This design comes from an exercise in tuning for small area and a short achievable clock period on the open sky130 flow, not from production work.
No run shown here included a check of the RTL's function; only the layout flow was run.
Power figures rest on the tool's default switching activity, not on a simulated workload.

===== design/flow/design.v =====
module ELM_log(
    input  [13:0] x0,
    output reg [3:0] k,
    output [6:0] w
    );
    wire [12:0] t = x0[12:0] ^ x0[13:1];
    integer i;
    always @* begin
        k = 4'd0;
        for (i = 1; i < 13; i = i + 1)
            if (t[i]) k = i;
    end
    wire [18:0] rb = {{2{x0[13]}}, x0[12:0], {4{x0[13]}}};
    assign w = (k[3:2] == 2'd0) ? rb[6:0] :
               (k[3:2] == 2'd1) ? rb[10:4] :
               (k[3:2] == 2'd2) ? rb[14:8] : rb[18:12];
endmodule
module ELM_frac(
    input  [6:0] w,
    input  [1:0] r,
    input        sgn,
    output [3:0] f
    );
    wire [3:0] fr = (r == 2'd0) ? w[3:0] :
                    (r == 2'd1) ? w[4:1] :
                    (r == 2'd2) ? w[5:2] : w[6:3];
    assign f = fr ^ {4{sgn}};
endmodule
module ELM_add #(parameter N = 18) (
    input  [N-1:0] a,
    input  [N-1:0] b,
    input          cin,
    output [N-1:0] s
    );
    localparam L = 5;    
    wire [N:0] g0 = {a & b, cin};
    wire [N:0] p0 = {a ^ b, 1'b0};
    wire [N:0] g [0:L];
    wire [N:0] p [0:L];
    assign g[0] = g0;
    assign p[0] = p0;
    genvar l, i;
    generate
        for (l = 0; l < L; l = l + 1) begin : lvl
            for (i = 0; i <= N; i = i + 1) begin : bit_
                if ((i >> l) & 1) begin : op
                    localparam integer J = ((i >> l) << l) - 1;
                    assign g[l+1][i] = g[l][i] | (p[l][i] & g[l][J]);
                    assign p[l+1][i] = p[l][i] & p[l][J];
                end else begin : pass
                    assign g[l+1][i] = g[l][i];
                    assign p[l+1][i] = p[l][i];
                end
            end
        end
    endgenerate
    assign s = p0[N:1] ^ g[L][N-1:0];
endmodule
module ELM_back(
    input  [15:0] x,
    input  [15:0] y,
    input  [3:0]  kx,
    input  [6:0]  wx,
    input  [3:0]  ky,
    input  [6:0]  wy,
    output [31:0] p
    );
    wire [3:0] fx, fy;
    ELM_frac frx(.w(wx), .r(kx[1:0]), .sgn(x[13]), .f(fx));
    ELM_frac fry(.w(wy), .r(ky[1:0]), .sgn(y[13]), .f(fy));
    wire s  = x[13] ^ y[13];
    wire nz = (x[13] | (|x[7:0])) & (y[13] | (|y[7:0]));
    wire sn = s & nz;    
    wire [4:0] fs = fx + fy;
    wire [4:0] ks = kx + ky;
    wire [5:0] m  = fs[4] ? {1'b1, fs[3:0], 1'b0} : {2'b01, fs[3:0]};
    wire [3:0] d0;
    wire [6:0] d1;
    genvar j, i;
    generate
        for (i = 0; i < 4; i = i + 1) begin : dec0
            assign d0[i] = (ks[1:0] == i);
        end
        for (i = 0; i < 7; i = i + 1) begin : dec1
            if (i < 6) assign d1[i] = nz & (ks[4:2] == i);
            else       assign d1[i] = nz & ks[4] & ks[3];
        end
    endgenerate
    wire [8:0] m1;       
    generate
        for (j = 0; j < 9; j = j + 1) begin : sh0
            wire [3:0] t;
            for (i = 0; i < 4; i = i + 1) begin : b
                if (j - i >= 0 && j - i <= 5)
                    assign t[i] = d0[i] & m[j - i];
                else
                    assign t[i] = 1'b0;
            end
            assign m1[j] = |t;
        end
    endgenerate
    wire [27:0] pabs;    
    assign pabs[27:26] = 2'b00;
    generate
        for (j = 0; j < 26; j = j + 1) begin : sh1
            wire [6:0] t;
            for (i = 0; i < 7; i = i + 1) begin : b
                if (j + 4 - 4*i >= 0 && j + 4 - 4*i <= (i == 6 ? 5 : 8))
                    assign t[i] = d1[i] & m1[j + 4 - 4*i];
                else
                    assign t[i] = 1'b0;
            end
            assign pabs[j] = |t;
        end
    endgenerate
    wire x_one = x[14] ^ x[13];
    wire x_two = (x[15] ^ x[14]) & ~x_one;
    wire y_one = y[14] ^ y[13];
    wire y_two = (y[15] ^ y[14]) & ~y_one;
    wire sf1 = x[15] & (x_one | x_two);
    wire sf0 = y[15] & (y_one | y_two);
    wire [16:0] ye = {y[15], y};
    wire [14:0] xe = {x[13], x[13:0]};
    wire [16:0] pp2 = ({17{x_one}} & ye | {17{x_two}} & {ye[15:0], 1'b0}) ^ {17{sf1}};
    wire [14:0] pp1 = ({15{y_one}} & xe | {15{y_two}} & {xe[13:0], 1'b0}) ^ {15{sf0}};
    wire [13:0] al = pabs[13:0] ^ {14{sn}};
    wire [13:0] z;       
    generate
        for (i = 0; i < 14; i = i + 1) begin : zlo
            if (i == 0) assign z[i] = 1'b1;
            else        assign z[i] = ~|al[i-1:0];
        end
    endgenerate
    assign p[13:0] = al ^ ({14{sf0}} & z);
    wire cin = sf0 & (sn | (|pabs[13:0]));
    wire [17:0] hb = {pp2[16], pp2};
    wire [17:0] hc = {{3{pp1[14]}}, pp1};
    wire [17:0] ph = {4'b0000, pabs[27:14]};
    wire [17:0] ex = hb ^ hc ^ {18{sn}};
    wire [17:0] eo = sn ? (hb & hc) : (hb | hc);    
    wire [17:0] ea = sn ? (hb | hc) : (hb & hc);    
    wire [17:0] cs = ph ^ ex;
    wire [17:0] cy = (ph & eo) | (~ph & ea);
    wire [17:0] cc = {cy[16:0], sf1};
    ELM_add #(.N(18)) hi_add(.a(cs), .b(cc), .cin(cin), .s(p[31:14]));
endmodule
module ELM_Mitchw5(
    input  [15:0] x,
    input  [15:0] y,
    output [31:0] p
    );
    wire [3:0] kx, ky;
    wire [6:0] wx, wy;
    ELM_log  lx(.x0(x[13:0]), .k(kx), .w(wx));
    ELM_log  ly(.x0(y[13:0]), .k(ky), .w(wy));
    ELM_back b(.x(x), .y(y), .kx(kx), .wx(wx), .ky(ky), .wy(wy), .p(p));
endmodule
module mult_top(
    input clk,
    input  [15:0] x,
    input  [15:0] y,
    output reg [31:0] p_out
    );
    wire [3:0] kx_d, ky_d;
    wire [6:0] wx_d, wy_d;
    reg  [15:0] X_vec, Y_vec;
    reg  [3:0]  KX_vec, KY_vec;
    reg  [6:0]  WX_vec, WY_vec;
    ELM_log log_x(.x0(x[13:0]), .k(kx_d), .w(wx_d));
    ELM_log log_y(.x0(y[13:0]), .k(ky_d), .w(wy_d));
    wire [31:0] P_vec;
    ELM_back back(.x(X_vec), .y(Y_vec), .kx(KX_vec), .wx(WX_vec), .ky(KY_vec), .wy(WY_vec), .p(P_vec));
    always @(posedge clk)
    begin
        X_vec  <= x;
        Y_vec  <= y;
        KX_vec <= kx_d;
        WX_vec <= wx_d;
        KY_vec <= ky_d;
        WY_vec <= wy_d;
        p_out  <= P_vec;
    end
endmodule

===== design/flow/flow/run.sh =====
#!/bin/bash
# Standard layout with three changes: no full/half-adder cells in synthesis
# (the adders are left as plain gates for abc), timing repair aimed at a
# tighter setup slack than the design's own settings allow, and the port
# buffers are plain buf_1 cells rather than delay buffers.
set -euo pipefail
export ADDER_MAP_FILE=
export SETUP_SLACK_MARGIN=6.3
export BUFFER_PORTS_ARGS="-buffer_cell sky130_fd_sc_hd__buf_1"
bash standard.sh > standard_flow.log 2>&1

===== design/flow/standard.sh =====
#!/bin/bash
# synth_recipe.tcl (not shown) runs the flow's synth.tcl, then flattens the netlist and writes it again
# the make line also repeats each setting of config.mk as NAME=value (left out here)
make -C /OpenROAD-flow-scripts/flow DESIGN_CONFIG=/design/flow/config.mk WORK_HOME=/design/flow/orfs CLKGATE_MAP_FILE= SYNTH_SCRIPT=/design/flow/synth_recipe.tcl "${@:-finish}"

===== design/flow/config.mk =====
export PLATFORM = sky130hd
export DESIGN_NAME = mult_top
export DESIGN_NICKNAME = mult_top
export VERILOG_FILES = /design/flow/design.v
export SDC_FILE = /design/flow/constraint.sdc
export NUM_CORES = 4
export LEC_CHECK = 0
export ABC_AREA = 1
export CAP_MARGIN = 20
export CORE_MARGIN = 2
export CORE_UTILIZATION = 40
export PLACE_DENSITY = 0.6
export SLEW_MARGIN = 20

===== design/flow/constraint.sdc =====
create_clock -name core_clock -period 10.0 [get_ports {clk}]
set_input_delay 2.0000 -clock core_clock [delete_from_list [all_inputs] [get_ports {clk}]]
set_output_delay 2.0000 -clock core_clock [all_outputs]
set_load 0.01 [all_outputs]

==> metrics.yaml, run 1 <==
grt_pass1_vias: 5870
routedWlPerCell_um: 12.7
grt_max_degree: 45
cts_buffers: 9
port_buffers: 64
die-area_mm2: 0.0186
cp_max_fo: 7
vdd_ir_drop_max_uv: 137
synth_cell_types: 45
slew_violations: 0
crit_required_ns: 10.26
powerDensity_mw_per_mm2: 258
die_h_um: 136
clock_latency_ns: 0.36
hold_viol_final: 0
track_usage: 0.193
start_util: 0.406
vias: 6902
rows: 48
drive_above_1_share: 0.164
max_freq_ghz: 0.291
die_x_um: 136
min_path_type: "flip-flop to flip-flop"
leakage_nw: 4.14
drv_cap: 0
yosysTopAreaCell: "dfxtp_1"
htree_levels: 3
clk_pin_slew_worst_paths_ns: 0.08
crit_type: "flip-flop to flip-flop"
post_dp_cell_area_mm2: 0.00744
design_area_mm2: 0.00836
slowest_delay_ns: 0.38
tns_ns: 0
dp_hpwl_um: 14500
post-route-period-util: 0.344
yosysMostFrequentCell: "nand2_1"
clock_sinks: 86
cts_tree: "done"
worstMarginPinSlew_ns: 0.661
routabilityCongestion: 0.891
antennaDiodeCount: 0
cpMostUsedCell: "nand2_2"
synth_area_leaders: "dfxtp_1, nand2_1, xor2_1"
relSlewSlack: 0.558
drtIter0Drc: 420
grt_overflow: 0
nNetsFinal: 1233
rsz0062_at_grt: "yes"
syn_area_per_cell_um2: 6.18
yosys_most_used_dff: "dfxtp_1"
antenna_found_initial: 0
drt_wl_total_um: 18200
cts_root_buf: "clkbuf_16"
ant_nets: 0
netlist_instances: 1133
status: "finished clean"
setup_viol: 0
synth_fp_nets: 1166
synth_edf_count: 0
worstSetupStartpointType: "flip-flop"
crit_arrival_ns: 3.70
synthToLayoutAreaGrowth_pct: 19.4
end_kind: "flip-flop"
syn_area_mm2: 0.00701
fin_crit_ns: 3.44
synthTopCellsByCount: "nand2_1, inv_1, xor2_1, nor2_1, dfxtp_1"
skew_ns: 0.0130
first_pass_iters: 7
ios: 65
slowest_stage: "dfxtp_4"
hold_buffers: 0
synthArstFlopShare: 0
ys_seq_area_frac: 0.246
via_per_inst: 4.83
fill_cells: 1766
hold_slack_ns: 0.807
cts.path.max_buffers: 2
yosys_warnings: 3
grt_pass1_wl_um: 28300
ys_ff_latch: 86
coreArea_mm2: 0.0172
drc: 0
yosysTopAreaCellShare: 0.246
==> critical path: cells and delay by family, from the launching register on <==
family,cells,cell delay [ns]
AOI/OAI and AO/OA,1,0.21
and+or+nand+nor,26,2.37
DFF,1,0.38
xor gates and xnor gates,1,0.14
buffers and inverters,2,0.22
==> flip-flops by register name, indices dropped and copies added, names as in the netlist <==
signal / cells
X_vec: 16
WY_vec: 7
WX_vec: 7
Y_vec: 16
KY_vec: 4
p_out: 32
KX_vec: 4
==> per-layer routing <==
metal / global-route usage / up-vias / part of all wire
li1: - / 3695 / -
met1: 0.260 / 3022 / 0.48
met2: 0.321 / 167 / 0.47
met3: 0.0261 / 18 / 0.038
met4: 0.0602 / 0 / 0.014
met5: 0 / - / 0
==> final timing paths <==
kind | slack (ns) | end | cells after the start | from
hold / removal | 0.81 | p_out[14]$_DFF_P_ | 4 | Y_vec[15]$_DFF_P_
setup reg to reg | 6.56 | p_out[22]$_DFF_P_ | 30 | KX_vec[1]$_SDFF_PP0_
hold reg to reg | 0.81 | p_out[14]$_DFF_P_ | 4 | Y_vec[15]$_DFF_P_
setup / recovery | 6.56 | p_out[22]$_DFF_P_ | 30 | KX_vec[1]$_SDFF_PP0_
==> kinds of logic (layout without fill, tap and decap cells) <==
| kind of cell | Yosys count | after routing | synth area share |
|---|---|---|---|
| flops | 86 | 86 | 0.246 |
| simple gates | 623 | 623 | 0.386 |
| compound gates | 142 | 142 | 0.118 |
| xor+xnor | 127 | 127 | 0.163 |
| fa+ha+maj | 1 | 1 | 0.00161 |
| buf+inv | 154 | 226 | 0.0861 |
==> power by group <==
part	internal [mW]	switching, mW
registers	0.425	0.0305
logic	0.493	0.860
clock network	0.180	0.167
total	1.10	1.06
==> layout make-up <==
type	count	area, µm²	share of cell area
flip-flops and latches	86	1740	0.208
repair buffers	74	319	0.0381
clock buffers	9	225	0.0269
inverters	136	522	0.0624
multi-input cells	893	5190	0.621
well taps	225	282	0.0337
clock inverters	7	83.8	0.0100
==> metrics by stage <==
| stage | util | power (mW) | worst slack (ns) | cells |
|---|---|---|---|---|
| after floorplan | - | 1.36 | 6.65 | 1133 |
| after global placement | 0.432 | 1.60 | 6.09 | 1405 |
| after detailed placement | 0.432 | 1.61 | 5.99 | 1405 |
| after CTS | 0.450 | 1.96 | 6.35 | 1421 |
| after global routing | 0.485 | 2.35 | 6.22 | 1430 |
| final | 0.485 | 2.16 | 6.56 | 1430 |
==> cell usage in the layout (no fill, tap or decap), types with 4 or more instances in the layout <==
cell       synthesis  routed
nor2_2             7      13
inv_4              0       4
nand2_2           12      37
nand3_4            1       5
nor2_1            90      78
or2_2             11      11
xor2_1            98      89
o21ai_0           43      43
nand2_4            3      12
nand3_2           10      19
buf_1              1      64
buf_4              4       9
a21oi_1           20      18
o22ai_1           36      36
nand3_1           65      52
nand2_1          396     359
xor2_2             2      11
o21ai_1           17      10
xnor2_1           26      25
inv_2             20      18
dfxtp_1           86      80
dfxtp_4            0       5
nor2_4             2       8
inv_1            115     113
or2_1             11      12
o21ai_2            5       9
o31ai_1            5       5
clkbuf_16          0       9
==> timing repair <==
action / CTS / global route
setup endpoints to repair: 18 / 23
resized for setup: 5 / 131
setup buffers: 0 / 9
pin swaps: 0 / 42
==> run 2, diff against run 1 <==
--- a/design/flow/flow/run.sh
+++ b/design/flow/flow/run.sh
@@ -5,6 +5,6 @@
 # buffers are plain buf_1 cells rather than delay buffers.
 set -euo pipefail
 export ADDER_MAP_FILE=
-export SETUP_SLACK_MARGIN=6.3
+export SETUP_SLACK_MARGIN=6.0
 export BUFFER_PORTS_ARGS="-buffer_cell sky130_fd_sc_hd__buf_1"
 bash standard.sh > standard_flow.log 2>&1
==> metrics.yaml, run 2 <==
syn_area_mm2: 0.00701  # unchanged
drc: 0  # unchanged
post-route-util: 0.453  # -0.0322
synth_compound_gate_area_share: 0.118  # unchanged
crit_type: "flip-flop to flip-flop"
seqPwrFrac: 0.233  # +0.022
ios: 65  # unchanged
synth_cell_types: 45  # unchanged
track_usage: 0.193  # about the same
start_util: 0.406  # unchanged
yosysMostFrequentCell: "nand2_1"
synthAdderAreaFrac: 0.00161  # unchanged
dp_hpwl_um: 14500  # unchanged
fin_crit_ns: 3.62  # +0.177 ns
post-route-period-util: 0.362  # +0.0177
busiest_layer: "met2"
slowest_stage: "dfxtp_4"
grt_overflow: 0  # unchanged
tns_ns: 0  # unchanged
drive_above_1_share: 0.0920  # -0.0723
pre_cts_slack_ns: 5.99  # unchanged
p_clk_frac: 0.177  # +0.016
rows: 48  # unchanged
max_freq_ghz: 0.277  # -4.9%
worstSetupStartpointType: "flip-flop"
r2r_start: "KX_vec[1]$_SDFF_PP0_"
cts_buffers: 9  # unchanged
grt_max_degree: 45  # unchanged
clock_latency_ns: 0.36  # about the same
largest_registers: "p_out: 32 flops, X_vec: 16 flops, Y_vec: 16 flops"
synthArstFlopShare: 0  # unchanged
end_kind: "flip-flop"
intPower_mw: 1.00  # -8.6%
cp_max_fo: 8  # +1
synth_edf_count: 0  # unchanged
vias: 6831  # -1.0%
regMostFlops: "p_out"
ys_seq_area_frac: 0.246  # unchanged
r2r_cells: 30  # unchanged
r2r_slack_ns: 6.38  # -0.18 ns
yosys.area_share.xor_xnor: 0.163  # unchanged
switching_share: 0.485  # -0.00576
synthSimpleGateAreaFrac: 0.386  # unchanged
coreArea_mm2: 0.0172  # unchanged
synth_area_leaders: "dfxtp_1, nand2_1, xor2_1"
leakage_nw: 3.98  # -3.7%
cts_root_buf: "clkbuf_16"
post_dp_cell_area_mm2: 0.00744  # unchanged
yosysTopAreaCellShare: 0.246  # unchanged
yosys_most_used_dff: "dfxtp_1"
largest_reg_flops: 32  # unchanged
grt_pass1_vias: 5870  # unchanged
routabilityCongestion: 0.891  # unchanged
worst_slack_ns: 6.38  # -0.177 ns
vdd_ir_drop_max_uv: 129  # -5.9%
htree_levels: 3  # unchanged
grt_pass1_wl_um: 28300  # unchanged
power_mw: 1.95  # -9.6%
via_per_inst: 4.81  # -0.40%
yosys_warnings: 3  # unchanged
synth_top_family_by_area: "simple AND/OR/NAND/NOR gates"
cts_tree: "done"
synthToLayoutAreaGrowth_pct: 11.5
syn_area_per_cell_um2: 6.18  # unchanged
die-area_mm2: 0.0186  # unchanged
min_path_cells: 4  # unchanged
relSlewSlack: 0.625  # +0.0676
powerDensity_mw_per_mm2: 249  # -3.2%
worstMarginPinSlew_ns: 0.559  # -0.102 ns
p_sw_mw: 0.945  # -11%
first_pass_iters: 6  # -1
timing.rr.end: "p_out[30]$_DFF_P_"
hold_slack_ns: 0.806  # -0.000888 ns
ant_nets: 0  # unchanged
clk_pin_slew_worst_paths_ns: 0.08  # about the same
synthTopCellsByCount: "nand2_1, inv_1, xor2_1, nor2_1, dfxtp_1"
nNetsFinal: 1224  # -0.73%
ys_ff_latch: 86  # unchanged
min_path_type: "flip-flop to flip-flop"
slew_violations: 0  # unchanged
drv_cap: 0  # unchanged
hold_viol_final: 0  # unchanged
setup_viol: 0  # unchanged
grtUsageMet1: 0.260  # about the same
cts.path.max_buffers: 2  # unchanged
combPwrFrac: 0.590  # -0.038
crit_arrival_ns: 3.88  # +0.18 ns
grt_use_met2: 0.321  # unchanged
whs_endpoint: "p_out[14]$_DFF_P_"
port_buffers: 64  # unchanged
design_area_mm2: 0.00781  # -6.6%
synth_fp_nets: 1166  # unchanged
die_h_um: 136  # unchanged
skew_ns: 0.0138  # +0.000834 ns
clock_sinks: 86  # unchanged
dp.cells: 1405  # unchanged
fin_cells: 1421  # -0.63%
min_from: "Y_vec[15]$_DFF_P_"
rsz0062_at_grt: "no"
final_common_cell: "nand2_1"
routedWlPerCell_um: 12.4  # -2.5%
netlist_instances: 1133  # unchanged
synthMuxAreaShare: 0  # unchanged
die_x_um: 136  # unchanged
antennaDiodeCount: 0  # unchanged
cpMostUsedCell: "nand2_1"
final_cell_mix: "nand2_1, inv_1, xor2_1"
yosysTopAreaCell: "dfxtp_1"
slowest_delay_ns: 0.40  # +0.02 ns
crit_required_ns: 10.26  # about the same
drtIter0Drc: 409  # -2.6%
antenna_found_initial: 0  # unchanged
drt_wl_total_um: 17600  # -3.1%
status: "finished clean"
met3_usage: 0.0261  # unchanged
==> run 2: cell counts after synthesis <==
Identical to the previous run, type by type.
==> run 2: cell families after synthesis <==
family                   after synthesis
AO/OA/AOI/OAI                        142
XOR/XNOR                             127
adder cells (fa/ha/maj)                1
buffers and inverters                154
flip-flops                            86
AND/OR/NAND/NOR                      623
==> run 2: power groups by stage <==
stage | Clock, mW | Combinational (mW) | Sequential [mW]
after floorplan | 0 | 0.884 | 0.481
after detailed placement | 0 | 1.14 | 0.464
final | 0.345 | 1.15 | 0.454
after global routing | 0.370 | 1.31 | 0.463
after CTS | 0.356 | 1.14 | 0.455
after global placement | 0 | 1.13 | 0.462
==> run 2: how the worst max path moves through the flow <==
| stage | cells past startpoint | start | end | slack [ns] |
|---|---|---|---|---|
| final | 30 | KX_vec[1]$_SDFF_PP0_ | p_out[30]$_DFF_P_ | 6.38 |
| after global routing | 33 | KX_vec[0]$_SDFF_PP0_ | p_out[30]$_DFF_P_ | 6.00 |
| after CTS | 25 | X_vec[13]$_DFF_P_ | p_out[30]$_DFF_P_ | 6.15 |
| after detailed placement | 25 | X_vec[13]$_DFF_P_ | p_out[30]$_DFF_P_ | 5.99 |
| after global placement | 24 | X_vec[13]$_DFF_P_ | p_out[30]$_DFF_P_ | 6.09 |
| after floorplan | 10 | y[10] | WY_vec[5]$_DFF_P_ | 6.65 |
==> run 2: worst max-delay path: cells and delay by family, from the launching register on <==
| kind | cells | cell delay (ns) |
|---|---|---|
| buf+inv | 1 | 0.05 |
| compound gates | 3 | 0.38 |
| simple gates | 26 | 2.69 |
| flops | 1 | 0.40 |
==> run 2: layout make-up <==
class / instances / area [µm²]
Clock buffer: 9 / 225
Inverter: 136 / 514
Timing Repair Buffer: 65 / 248
Tap cell: 225 / 282
Fill cell: 1806 / 9430
Multi-Input combinational cell: 893 / 4720
Clock inverter: 7 / 83.8
Sequential cell: 86 / 1730
==> run 2: repair_timing <==
action	CTS	global route
hold buffers	0	0
setup endpoints to repair	2	18
buffers inserted	0	0
resized for setup	1	18
==> run 2: layer usage <==
layer,wire length [µm],share of wire
met3,690,0.039
met2,8020,0.46
met5,0,0
met1,8620,0.49
met4,269,0.015
==> run 3, diff against run 2 <==
--- a/design/flow/design.v
+++ b/design/flow/design.v
@@ -30,7 +30,8 @@
     input  [N-1:0] a,
     input  [N-1:0] b,
     input          cin,
-    output [N-1:0] s
+    output [N-1:0] s,
+    output         cout
     );
     localparam L = 5;    
     wire [N:0] g0 = {a & b, cin};
@@ -55,6 +56,7 @@
         end
     endgenerate
     assign s = p0[N:1] ^ g[L][N-1:0];
+    assign cout = g[L][N];
 endmodule
 module ELM_back(
     input  [15:0] x,
@@ -63,7 +65,9 @@
     input  [6:0]  wx,
     input  [3:0]  ky,
     input  [6:0]  wy,
-    output [31:0] p
+    output [22:0] pl,    
+    output        c23,   
+    output [8:0]  ph     
     );
     wire [3:0] fx, fy;
     ELM_frac frx(.w(wx), .r(kx[1:0]), .sgn(x[13]), .f(fx));
@@ -131,18 +135,41 @@
             else        assign z[i] = ~|al[i-1:0];
         end
     endgenerate
-    assign p[13:0] = al ^ ({14{sf0}} & z);
+    assign pl[13:0] = al ^ ({14{sf0}} & z);
     wire cin = sf0 & (sn | (|pabs[13:0]));
     wire [17:0] hb = {pp2[16], pp2};
     wire [17:0] hc = {{3{pp1[14]}}, pp1};
-    wire [17:0] ph = {4'b0000, pabs[27:14]};
+    wire [17:0] pa = {4'b0000, pabs[27:14]};
     wire [17:0] ex = hb ^ hc ^ {18{sn}};
     wire [17:0] eo = sn ? (hb & hc) : (hb | hc);    
     wire [17:0] ea = sn ? (hb | hc) : (hb & hc);    
-    wire [17:0] cs = ph ^ ex;
-    wire [17:0] cy = (ph & eo) | (~ph & ea);
+    wire [17:0] cs = pa ^ ex;
+    wire [17:0] cy = (pa & eo) | (~pa & ea);
     wire [17:0] cc = {cy[16:0], sf1};
-    ELM_add #(.N(18)) hi_add(.a(cs), .b(cc), .cin(cin), .s(p[31:14]));
+    wire nc;
+    ELM_add #(.N(9)) add_l(.a(cs[8:0]),  .b(cc[8:0]),  .cin(cin),  .s(pl[22:14]), .cout(c23));
+    ELM_add #(.N(9)) add_h(.a(cs[17:9]), .b(cc[17:9]), .cin(1'b0), .s(ph),        .cout(nc));
+endmodule
+module ELM_inc(
+    input  [8:0] ph,
+    input        c23,
+    output [8:0] p
+    );
+    wire [8:0] a [0:4];
+    assign a[0] = {ph[7:0], 1'b1};
+    genvar l, i;
+    generate
+        for (l = 0; l < 4; l = l + 1) begin : lvl
+            for (i = 0; i < 9; i = i + 1) begin : bit_
+                if ((i >> l) & 1) begin : op
+                    assign a[l+1][i] = a[l][i] & a[l][((i >> l) << l) - 1];
+                end else begin : pass
+                    assign a[l+1][i] = a[l][i];
+                end
+            end
+        end
+    endgenerate
+    assign p = ph ^ ({9{c23}} & a[4]);
 endmodule
 module ELM_Mitchw5(
     input  [15:0] x,
@@ -151,15 +178,18 @@
     );
     wire [3:0] kx, ky;
     wire [6:0] wx, wy;
+    wire [8:0] ph;
+    wire c23;
     ELM_log  lx(.x0(x[13:0]), .k(kx), .w(wx));
     ELM_log  ly(.x0(y[13:0]), .k(ky), .w(wy));
-    ELM_back b(.x(x), .y(y), .kx(kx), .wx(wx), .ky(ky), .wy(wy), .p(p));
+    ELM_back b(.x(x), .y(y), .kx(kx), .wx(wx), .ky(ky), .wy(wy), .pl(p[22:0]), .c23(c23), .ph(ph));
+    ELM_inc  i(.ph(ph), .c23(c23), .p(p[31:23]));
 endmodule
 module mult_top(
     input clk,
     input  [15:0] x,
     input  [15:0] y,
-    output reg [31:0] p_out
+    output [31:0] p_out
     );
     wire [3:0] kx_d, ky_d;
     wire [6:0] wx_d, wy_d;
@@ -168,16 +198,26 @@
     reg  [6:0]  WX_vec, WY_vec;
     ELM_log log_x(.x0(x[13:0]), .k(kx_d), .w(wx_d));
     ELM_log log_y(.x0(y[13:0]), .k(ky_d), .w(wy_d));
-    wire [31:0] P_vec;
-    ELM_back back(.x(X_vec), .y(Y_vec), .kx(KX_vec), .wx(WX_vec), .ky(KY_vec), .wy(WY_vec), .p(P_vec));
+    wire [22:0] pl_d;
+    wire [8:0]  ph_d;
+    wire        c23_d;
+    reg  [22:0] PL_vec;
+    reg  [8:0]  PH_vec;
+    reg         C23_vec;
+    ELM_back back(.x(X_vec), .y(Y_vec), .kx(KX_vec), .wx(WX_vec), .ky(KY_vec), .wy(WY_vec),
+                  .pl(pl_d), .c23(c23_d), .ph(ph_d));
+    ELM_inc inc(.ph(PH_vec), .c23(C23_vec), .p(p_out[31:23]));
+    assign p_out[22:0] = PL_vec;
     always @(posedge clk)
     begin
-        X_vec  <= x;
-        Y_vec  <= y;
-        KX_vec <= kx_d;
-        WX_vec <= wx_d;
-        KY_vec <= ky_d;
-        WY_vec <= wy_d;
-        p_out  <= P_vec;
+        X_vec   <= x;
+        Y_vec   <= y;
+        KX_vec  <= kx_d;
+        WX_vec  <= wx_d;
+        KY_vec  <= ky_d;
+        WY_vec  <= wy_d;
+        PL_vec  <= pl_d;
+        PH_vec  <= ph_d;
+        C23_vec <= c23_d;
     end
 endmodule
--- a/design/flow/config.mk
+++ b/design/flow/config.mk
@@ -9,5 +9,6 @@
 export CAP_MARGIN = 20
 export CORE_MARGIN = 2
 export CORE_UTILIZATION = 40
+export CTS_BUF_LIST = sky130_fd_sc_hd__clkbuf_4 sky130_fd_sc_hd__clkbuf_8
 export PLACE_DENSITY = 0.6
 export SLEW_MARGIN = 20
==> metrics.yaml, run 3 <==
status: "finished clean"
worstSetupStartpointType: "flip-flop"
grt_pass1_vias: 5730  # -2.4%
synth_fp_nets: 1117  # -4.2%
combPwrFrac: 0.592  # +0.002
drc: 0  # unchanged
intPower_mw: 0.905  # -9.8%
hold_viol_final: 0  # unchanged
vias: 6521  # -4.5%
syn_area_mm2: 0.00687  # -1.9%
max_freq_ghz: 0.261  # -5.7%
regMostFlops: "PL_vec"
switching_share: 0.481  # -0.00346
rows: 47  # -2.1%
dp_hpwl_um: 13200  # -9.1%
crit_required_ns: 8.00  # -2.26 ns
coreArea_mm2: 0.0167  # -3.1%
hold_slack_ns: 0.752  # -0.0541 ns
yosysTopAreaCellShare: 0.253  # +0.00770
worstMarginPinSlew_ns: 0.942  # +0.383 ns
cts_buffers: 9  # unchanged
track_usage: 0.182  # -0.0114
tns_ns: 0  # unchanged
syn_area_per_cell_um2: 6.34  # +2.5%
fill_cells: 1824  # +1.0%
ant_nets: 0  # unchanged
drtIter0Drc: 370  # -9.5%
post-route-period-util: 0.383  # +0.0219
crit_type: "flip-flop to output pin"
synthTopCellsByCount: "nand2_1, inv_1, nor2_1, xor2_1, dfxtp_1"
vdd_ir_drop_max_uv: 120  # -6.9%
drv_cap: 0  # unchanged
antenna_found_initial: 0  # unchanged
synthToLayoutAreaGrowth_pct: 10.7
cts.path.max_buffers: 2  # unchanged
start_util: 0.411  # +0.00502
cp_max_fo: 4  # -4
setup_viol: 0  # unchanged
p_sw_mw: 0.840  # -11%
drt_wl_total_um: 16300  # -7.5%
cts_tree: "done"
yosysMostFrequentCell: "nand2_1"
ys_ff_latch: 87  # +1.2%
grt_overflow: 0  # unchanged
synth_cell_types: 47  # +4.4%
synth_area_leaders: "dfxtp_1, nand2_1, xor2_1"
final_cell_mix: "nand2_1, inv_1, nor2_1"
antennaDiodeCount: 0  # unchanged
htree_levels: 3  # unchanged
hold_buffers: 0  # unchanged
routabilityCongestion: 0.866  # -2.8%
ios: 65  # unchanged
netlist_instances: 1084  # -4.3%
leakage_nw: 3.85  # -3.2%
rsz0062_at_grt: "no"
synth_edf_count: 0  # unchanged
clock_latency_ns: 0.39  # +0.03 ns
yosys_warnings: 4  # +1
grt_pass1_wl_um: 26800  # -5.5%
skew_ns: 0.0128  # -0.00103 ns
powerDensity_mw_per_mm2: 230  # -8.0%
first_pass_iters: 6  # unchanged
via_per_inst: 4.76  # -1.1%
grt_max_degree: 43  # -4.4%
relSlewSlack: 0.371  # -0.254
p_clk_frac: 0.141  # -0.036
cts_root_buf: "clkbuf_8"
slew_violations: 0  # unchanged
yosys_most_used_dff: "dfxtp_1"
die-area_mm2: 0.0182  # -1.9%
routedWlPerCell_um: 11.9  # -4.2%
clk_pin_slew_worst_paths_ns: 0.10  # +0.02 ns
largest_reg_flops: 23  # -28%
drive_above_1_share: 0.103  # +0.0105
min_path_type: "flip-flop to flip-flop"
synthArstFlopShare: 0  # unchanged
final_common_cell: "nand2_1"
clock_sinks: 87  # +1.2%
seqPwrFrac: 0.267  # +0.034
die_h_um: 135  # -0.93%
ys_seq_area_frac: 0.253  # +0.00770
crit_arrival_ns: 1.83  # -2.05 ns
largest_registers: "PL_vec: 23 flops, X_vec: 16 flops, Y_vec: 16 flops"
yosysTopAreaCell: "dfxtp_1"
end_kind: "output pin"
nNetsFinal: 1179  # -3.7%
fin_crit_ns: 3.83  # +0.219 ns
die_x_um: 135  # -0.93%
port_buffers: 64  # unchanged
==> run 3: cell types whose count changed in the layout (fill, tap and decap cells not counted), moves of 6 or more <==
cell / previous run / this run
a21oi_1: 20 / 27
inv_2: 20 / 10
clkbuf_16: 9 / 0
or2_1: 11 / 4
nand2_1: 395 / 347
nand2_2: 13 / 22
o21ai_1: 16 / 8
xnor2_1: 26 / 32
clkbuf_8: 0 / 9
nor2_1: 90 / 97
==> run 3: power groups by stage <==
| stage | sequential [mW] | combinational, mW | clock, mW |
|---|---|---|---|
| 3_5_place_dp | 0.471 | 1.03 | 0 |
| 2_1_floorplan | 0.476 | 0.818 | 0 |
| 4_1_cts | 0.462 | 1.04 | 0.253 |
| 6_report | 0.466 | 1.03 | 0.246 |
| 5_1_grt | 0.475 | 1.19 | 0.268 |
| 3_3_place_gp | 0.470 | 1.02 | 0 |
==> run 3: critical path: stages, from the launching register on <==
cell,delay (ns)
dfxtp_2,0.36
nand3_2,0.10
nor2_2,0.14
inv_1,0.06
nor2_2,0.12
and2_4,0.19
nand2_4,0.05
nor2_4,0.10
nand2_1,0.07
xnor2_1,0.12
buf_2,0.14
==> run 3: stage by stage <==
stage          setup slack [ns]  utilization  cells  instance area (µm²)  power [mW]
2_1_floorplan              6.52            -   1084                 6870        1.29
3_3_place_gp               6.09        0.439   1353                 7330        1.49
3_5_place_dp               6.09        0.439   1353                 7330        1.50
4_1_cts                    6.01        0.451   1369                 7530        1.75
5_1_grt                    5.97        0.455   1371                 7600        1.93
6_report                   6.17        0.455   1371                 7600        1.75
==> run 3: final timing paths <==
check / startpoint / to / slack, ns / cells past startpoint
setup reg to reg: X_vec[13]$_DFF_P_ / C23_vec$_DFF_P_ / 6.42 / 18
hold reg to reg: X_vec[15]$_DFF_P_ / PH_vec[8]$_DFF_P_ / 0.75 / 5
setup / recovery: PH_vec[0]$_DFF_P_ / p_out[31] / 6.17 / 10
hold / removal: X_vec[15]$_DFF_P_ / PH_vec[8]$_DFF_P_ / 0.75 / 5
==> run 3: cells by family (layout without fill, tap and decap cells) <==
| logic type | after synthesis | count (layout) | share of synthesized area |
|---|---|---|---|
| buf+inv | 143 | 210 | 0.0803 |
| flops | 87 | 87 | 0.253 |
| simple gates | 581 | 581 | 0.367 |
| xor+xnor | 132 | 132 | 0.178 |
| compound gates | 141 | 141 | 0.122 |
==> run 3: per-layer routing <==
layer | track usage | vias to the layer above | part of all wire
met5 | 0 | - | 0
met4 | 0.0498 | 0 | 0.013
met3 | 0.0315 | 19 | 0.037
met2 | 0.296 | 123 | 0.45
met1 | 0.249 | 2839 | 0.50
li1 | - | 3540 | -
==> run 3: layout make-up <==
cell class | count | area (µm²) | share of cell area
multi-input cells | 854 | 4620 | 0.608
flip-flops and latches | 87 | 1760 | 0.231
inverters | 126 | 480 | 0.0632
repair buffers | 68 | 275 | 0.0362
well taps | 220 | 275 | 0.0362
clock buffers | 9 | 124 | 0.0163
clock inverters | 7 | 70.1 | 0.00922
==> run 3: timing repair <==
action | CTS | global route
setup endpoints to repair | 2 | 25
setup buffers | 0 | 2
pin swaps | 0 | 2
resized for setup | 3 | 21
==> run 4, diff against run 3 <==
--- a/design/flow/design.v
+++ b/design/flow/design.v
@@ -1,30 +1,31 @@
-module ELM_log(
+module ELM_lod(
     input  [13:0] x0,
-    output reg [3:0] k,
-    output [6:0] w
-    );
-    wire [12:0] t = x0[12:0] ^ x0[13:1];
+    output reg [3:0] k
+    );
+    wire [12:0] a = x0[12:0] ^ {13{x0[13]}};
     integer i;
     always @* begin
         k = 4'd0;
         for (i = 1; i < 13; i = i + 1)
-            if (t[i]) k = i;
+            if (a[i]) k = i;
     end
-    wire [18:0] rb = {{2{x0[13]}}, x0[12:0], {4{x0[13]}}};
-    assign w = (k[3:2] == 2'd0) ? rb[6:0] :
-               (k[3:2] == 2'd1) ? rb[10:4] :
-               (k[3:2] == 2'd2) ? rb[14:8] : rb[18:12];
 endmodule
 module ELM_frac(
-    input  [6:0] w,
-    input  [1:0] r,
-    input        sgn,
-    output [3:0] f
-    );
-    wire [3:0] fr = (r == 2'd0) ? w[3:0] :
-                    (r == 2'd1) ? w[4:1] :
-                    (r == 2'd2) ? w[5:2] : w[6:3];
-    assign f = fr ^ {4{sgn}};
+    input  [12:0] a,
+    input  [3:0]  k,
+    output [3:0]  f
+    );
+    wire [16:0] ap = {a, 4'b0000};
+    wire [12:0] sel;
+    genvar i, j;
+    generate
+        for (i = 0; i < 13; i = i + 1) begin : dec
+            assign sel[i] = (k == i);
+        end
+        for (j = 0; j < 4; j = j + 1) begin : frac
+            assign f[j] = |(sel & ap[12+j:j]);
+        end
+    endgenerate
 endmodule
 module ELM_add #(parameter N = 18) (
     input  [N-1:0] a,
@@ -62,16 +63,14 @@
     input  [15:0] x,
     input  [15:0] y,
     input  [3:0]  kx,
-    input  [6:0]  wx,
     input  [3:0]  ky,
-    input  [6:0]  wy,
     output [22:0] pl,    
     output        c23,   
     output [8:0]  ph     
     );
     wire [3:0] fx, fy;
-    ELM_frac frx(.w(wx), .r(kx[1:0]), .sgn(x[13]), .f(fx));
-    ELM_frac fry(.w(wy), .r(ky[1:0]), .sgn(y[13]), .f(fy));
+    ELM_frac frx(.a(x[12:0] ^ {13{x[13]}}), .k(kx), .f(fx));
+    ELM_frac fry(.a(y[12:0] ^ {13{y[13]}}), .k(ky), .f(fy));
     wire s  = x[13] ^ y[13];
     wire nz = (x[13] | (|x[7:0])) & (y[13] | (|y[7:0]));
     wire sn = s & nz;    
@@ -177,12 +176,11 @@
     output [31:0] p
     );
     wire [3:0] kx, ky;
-    wire [6:0] wx, wy;
     wire [8:0] ph;
     wire c23;
-    ELM_log  lx(.x0(x[13:0]), .k(kx), .w(wx));
-    ELM_log  ly(.x0(y[13:0]), .k(ky), .w(wy));
-    ELM_back b(.x(x), .y(y), .kx(kx), .wx(wx), .ky(ky), .wy(wy), .pl(p[22:0]), .c23(c23), .ph(ph));
+    ELM_lod  lx(.x0(x[13:0]), .k(kx));
+    ELM_lod  ly(.x0(y[13:0]), .k(ky));
+    ELM_back b(.x(x), .y(y), .kx(kx), .ky(ky), .pl(p[22:0]), .c23(c23), .ph(ph));
     ELM_inc  i(.ph(ph), .c23(c23), .p(p[31:23]));
 endmodule
 module mult_top(
@@ -192,19 +190,17 @@
     output [31:0] p_out
     );
     wire [3:0] kx_d, ky_d;
-    wire [6:0] wx_d, wy_d;
     reg  [15:0] X_vec, Y_vec;
     reg  [3:0]  KX_vec, KY_vec;
-    reg  [6:0]  WX_vec, WY_vec;
-    ELM_log log_x(.x0(x[13:0]), .k(kx_d), .w(wx_d));
-    ELM_log log_y(.x0(y[13:0]), .k(ky_d), .w(wy_d));
+    ELM_lod lod_x(.x0(x[13:0]), .k(kx_d));
+    ELM_lod lod_y(.x0(y[13:0]), .k(ky_d));
     wire [22:0] pl_d;
     wire [8:0]  ph_d;
     wire        c23_d;
     reg  [22:0] PL_vec;
     reg  [8:0]  PH_vec;
     reg         C23_vec;
-    ELM_back back(.x(X_vec), .y(Y_vec), .kx(KX_vec), .wx(WX_vec), .ky(KY_vec), .wy(WY_vec),
+    ELM_back back(.x(X_vec), .y(Y_vec), .kx(KX_vec), .ky(KY_vec),
                   .pl(pl_d), .c23(c23_d), .ph(ph_d));
     ELM_inc inc(.ph(PH_vec), .c23(C23_vec), .p(p_out[31:23]));
     assign p_out[22:0] = PL_vec;
@@ -213,9 +209,7 @@
         X_vec   <= x;
         Y_vec   <= y;
         KX_vec  <= kx_d;
-        WX_vec  <= wx_d;
         KY_vec  <= ky_d;
-        WY_vec  <= wy_d;
         PL_vec  <= pl_d;
         PH_vec  <= ph_d;
         C23_vec <= c23_d;
==> metrics.yaml, run 4 <==
yosysTopAreaCellShare: 0.247  # -0.00625
yosys_most_used_dff: "dfxtp_1"
htree_levels: 3  # unchanged
port_buffers: 64  # unchanged
max_freq_ghz: 0.261  # about the same
synth_fp_nets: 1233  # +10%
synth_edf_count: 0  # unchanged
grt_pass1_vias: 5975  # +4.3%
skew_ns: 0.00773  # -0.00509 ns
nNetsFinal: 1298  # +10%
clock_sinks: 73  # -16%
yosysMostFrequentCell: "nand2_1"
drtIter0Drc: 365  # -1.4%
fin_crit_ns: 3.84  # +0.00356 ns
synthToLayoutAreaGrowth_pct: 11.6
design_area_mm2: 0.00788  # +3.6%
clock_latency_ns: 0.37  # -0.02 ns
yosys_warnings: 4  # unchanged
start_util: 0.408  # -0.00324
post-route-util: 0.456  # about the same
drt_wl_total_um: 17500  # +7.3%
syn_area_mm2: 0.00706  # +2.7%
cp_cell_sequence: "nand3_4 -> nor2_4 -> inv_2 -> nor2_2 -> and2_4 -> nand2_1 -> nor2_2 -> nand2_1 -> xnor2_1 -> buf_2"
final_cell_mix: "nand2_1, nor2_1, inv_1"
pre_cts_slack_ns: 5.90  # -0.188 ns
synth_area_leaders: "nand2_1, dfxtp_1, xor2_1"
crit_type: "flip-flop to output pin"
synthTopCellsByCount: "nand2_1, nor2_1, inv_1, xor2_1, dfxtp_1"
ys_seq_area_frac: 0.207  # -0.0465
rows: 48  # +2.1%
min_path_type: "flip-flop to flip-flop"
worstMarginPinSlew_ns: 0.781  # -0.161 ns
drv_cap: 0  # unchanged
die_x_um: 137  # +1.3%
hold_buffers: 0  # unchanged
drive_above_1_share: 0.115  # +0.0124
rsz0062_at_grt: "no"
antenna_found_initial: 0  # unchanged
synthArstFlopShare: 0  # unchanged
cts.path.max_buffers: 2  # unchanged
track_usage: 0.191  # +0.00929
hold_viol_final: 0  # unchanged
slowest_stage: "dfxtp_4"
ant_nets: 0  # unchanged
crit_required_ns: 8.00  # about the same
largest_reg_flops: 23  # unchanged
status: "finished clean"
cp_max_fo: 3  # -1
antennaDiodeCount: 0  # unchanged
vias: 6949  # +6.6%
cts_tree: "done"
dp_hpwl_um: 14500  # +10%
grt_overflow: 0  # unchanged
ys_ff_latch: 73  # -16%
relSlewSlack: 0.476  # +0.104
power_mw: 1.61  # -7.5%
largest_registers: "PL_vec: 23 flops, X_vec: 16 flops, Y_vec: 16 flops"
powerDensity_mw_per_mm2: 205  # -11%
leakage_nw: 4.17  # +8.3%
post_dp_cell_area_mm2: 0.00747  # +1.9%
via_per_inst: 4.65  # -2.3%
ios: 65  # unchanged
coreArea_mm2: 0.0173  # +3.6%
setup_viol: 0  # unchanged
slew_violations: 0  # unchanged
final_common_cell: "nand2_1"
cts_root_buf: "clkbuf_8"
drc: 0  # unchanged
synth_cell_types: 44  # -6.4%
grt_max_degree: 41  # -4.7%
regMostFlops: "PL_vec"
netlist_instances: 1200  # +11%
routedWlPerCell_um: 11.7  # -1.6%
routabilityCongestion: 0.905  # +4.5%
syn_area_per_cell_um2: 5.88  # -7.2%
first_pass_iters: 5  # -1
die-area_mm2: 0.0187  # +2.7%
crit_arrival_ns: 1.84  # about the same
post-route-period-util: 0.384  # about the same
clk_pin_slew_worst_paths_ns: 0.07  # -0.03 ns
worstSetupStartpointType: "flip-flop"
fill_cells: 1870  # +2.5%
die_h_um: 137  # +1.3%
yosysTopAreaCell: "nand2_1"
end_kind: "output pin"
tns_ns: 0  # unchanged
cts_buffers: 9  # unchanged
slowest_delay_ns: 0.37  # about the same
grt_pass1_wl_um: 28400  # +6.0%
worst_slack_ns: 6.16  # -0.00356 ns
vdd_ir_drop_max_uv: 146  # +21%
==> run 4: repair_timing <==
item                                   CTS  global route
pin swaps                                0             8
endpoints found under the hold margin    0             0
setup endpoints to repair               17            25
resized for setup                        5            37
setup buffers                            0             9
==> run 4: final timing paths <==
kind / start / to / slack, ns / depth (start not counted)
worst min register to register: X_vec[15]$_DFF_P_ / PH_vec[8]$_DFF_P_ / 0.78 / 5
worst max register to register: Y_vec[13]$_DFF_P_ / C23_vec$_DFF_P_ / 6.39 / 28
worst min-delay path: X_vec[15]$_DFF_P_ / PH_vec[8]$_DFF_P_ / 0.78 / 5
worst max-delay path: C23_vec$_DFF_P_ / p_out[31] / 6.16 / 10
==> run 4: power by group <==
| group | internal [mW] | switching [mW] | total, mW |
|---|---|---|---|
| clock | 0.140 | 0.111 | 0.251 |
| combinational | 0.359 | 0.607 | 0.966 |
| sequential | 0.363 | 0.0332 | 0.396 |
| total | 0.862 | 0.752 | 1.61 |
==> run 4: critical path: cells and delay by family (launching register included) <==
kind          cells  cell delay (ns)
xor+xnor          1             0.14
simple gates      7             0.78
buf+inv           2             0.18
flops             1             0.37
==> run 4: logic make-up after synthesis <==
| logic type | count (synthesis) | share of synthesized area |
|---|---|---|
| xor gates and xnor gates | 135 | 0.176 |
| DFF | 73 | 0.207 |
| AOI/OAI and AO/OA | 100 | 0.0821 |
| buffers and inverters | 144 | 0.0851 |
| and+or+nand+nor | 748 | 0.450 |
==> run 4: metrics by stage <==
step           instances  hold WS, ns
3_3_place_gp        1470        0.766
2_1_floorplan       1200        0.654
4_1_cts             1486        0.784
5_1_grt             1495        0.828
6_report            1495        0.779
3_5_place_dp        1470        0.766
==> run 4: cell type report <==
type                            count  area, µm²  area share
Clock inverter                      7       93.8      0.0119
Multi-Input combinational cell    983       5110       0.649
Inverter                          123        464      0.0589
Timing Repair Buffer               75        324      0.0411
Tap cell                          225        282      0.0357
Clock buffer                        9        124      0.0157
Sequential cell                    73       1480       0.188
==> run 4: metal layers <==
metal  share of wire  GRT usage  vias up
met2            0.44      0.306      167
met5               0          0        -
met3           0.042     0.0315       26
li1                -          -     3825
met1            0.49      0.258     2931
met4           0.023     0.0710        0

[static timing again, ports no longer ideal]
The results above use ideal ports. As a check the final layouts listed here were re-extracted and re-timed, cells and wires unchanged.
Step 1 assumes that a clkbuf_16 drives the clock port and a buf_2 every other input.
Step 2, shift: input delay + t, output delay - t, t = (earliest + latest rising clock arrival at the registers) / 2. This alone moves slack from input paths to output paths.
Three values: no drivers, after step 1, after step 2; two values: the first two.
run | t, ns | slack for setup (ns) | worst setup path at the end
run 1 | 0.397 | 6.561 / 6.561 / 6.220 | input to register
run 2 | 0.395 | 6.384 / 6.384 / 6.055 | input to register
run 3 | 0.424 | 6.165 / 6.120 / 6.341 | input to register
run 4 | 0.403 | 6.161 / 6.126 / 6.387 | register to register
After both steps setup and hold are still met in every run listed. The setup slack of run 1, which loses most, moves by 0.000 ns with the drivers and by -0.341 ns with both steps.
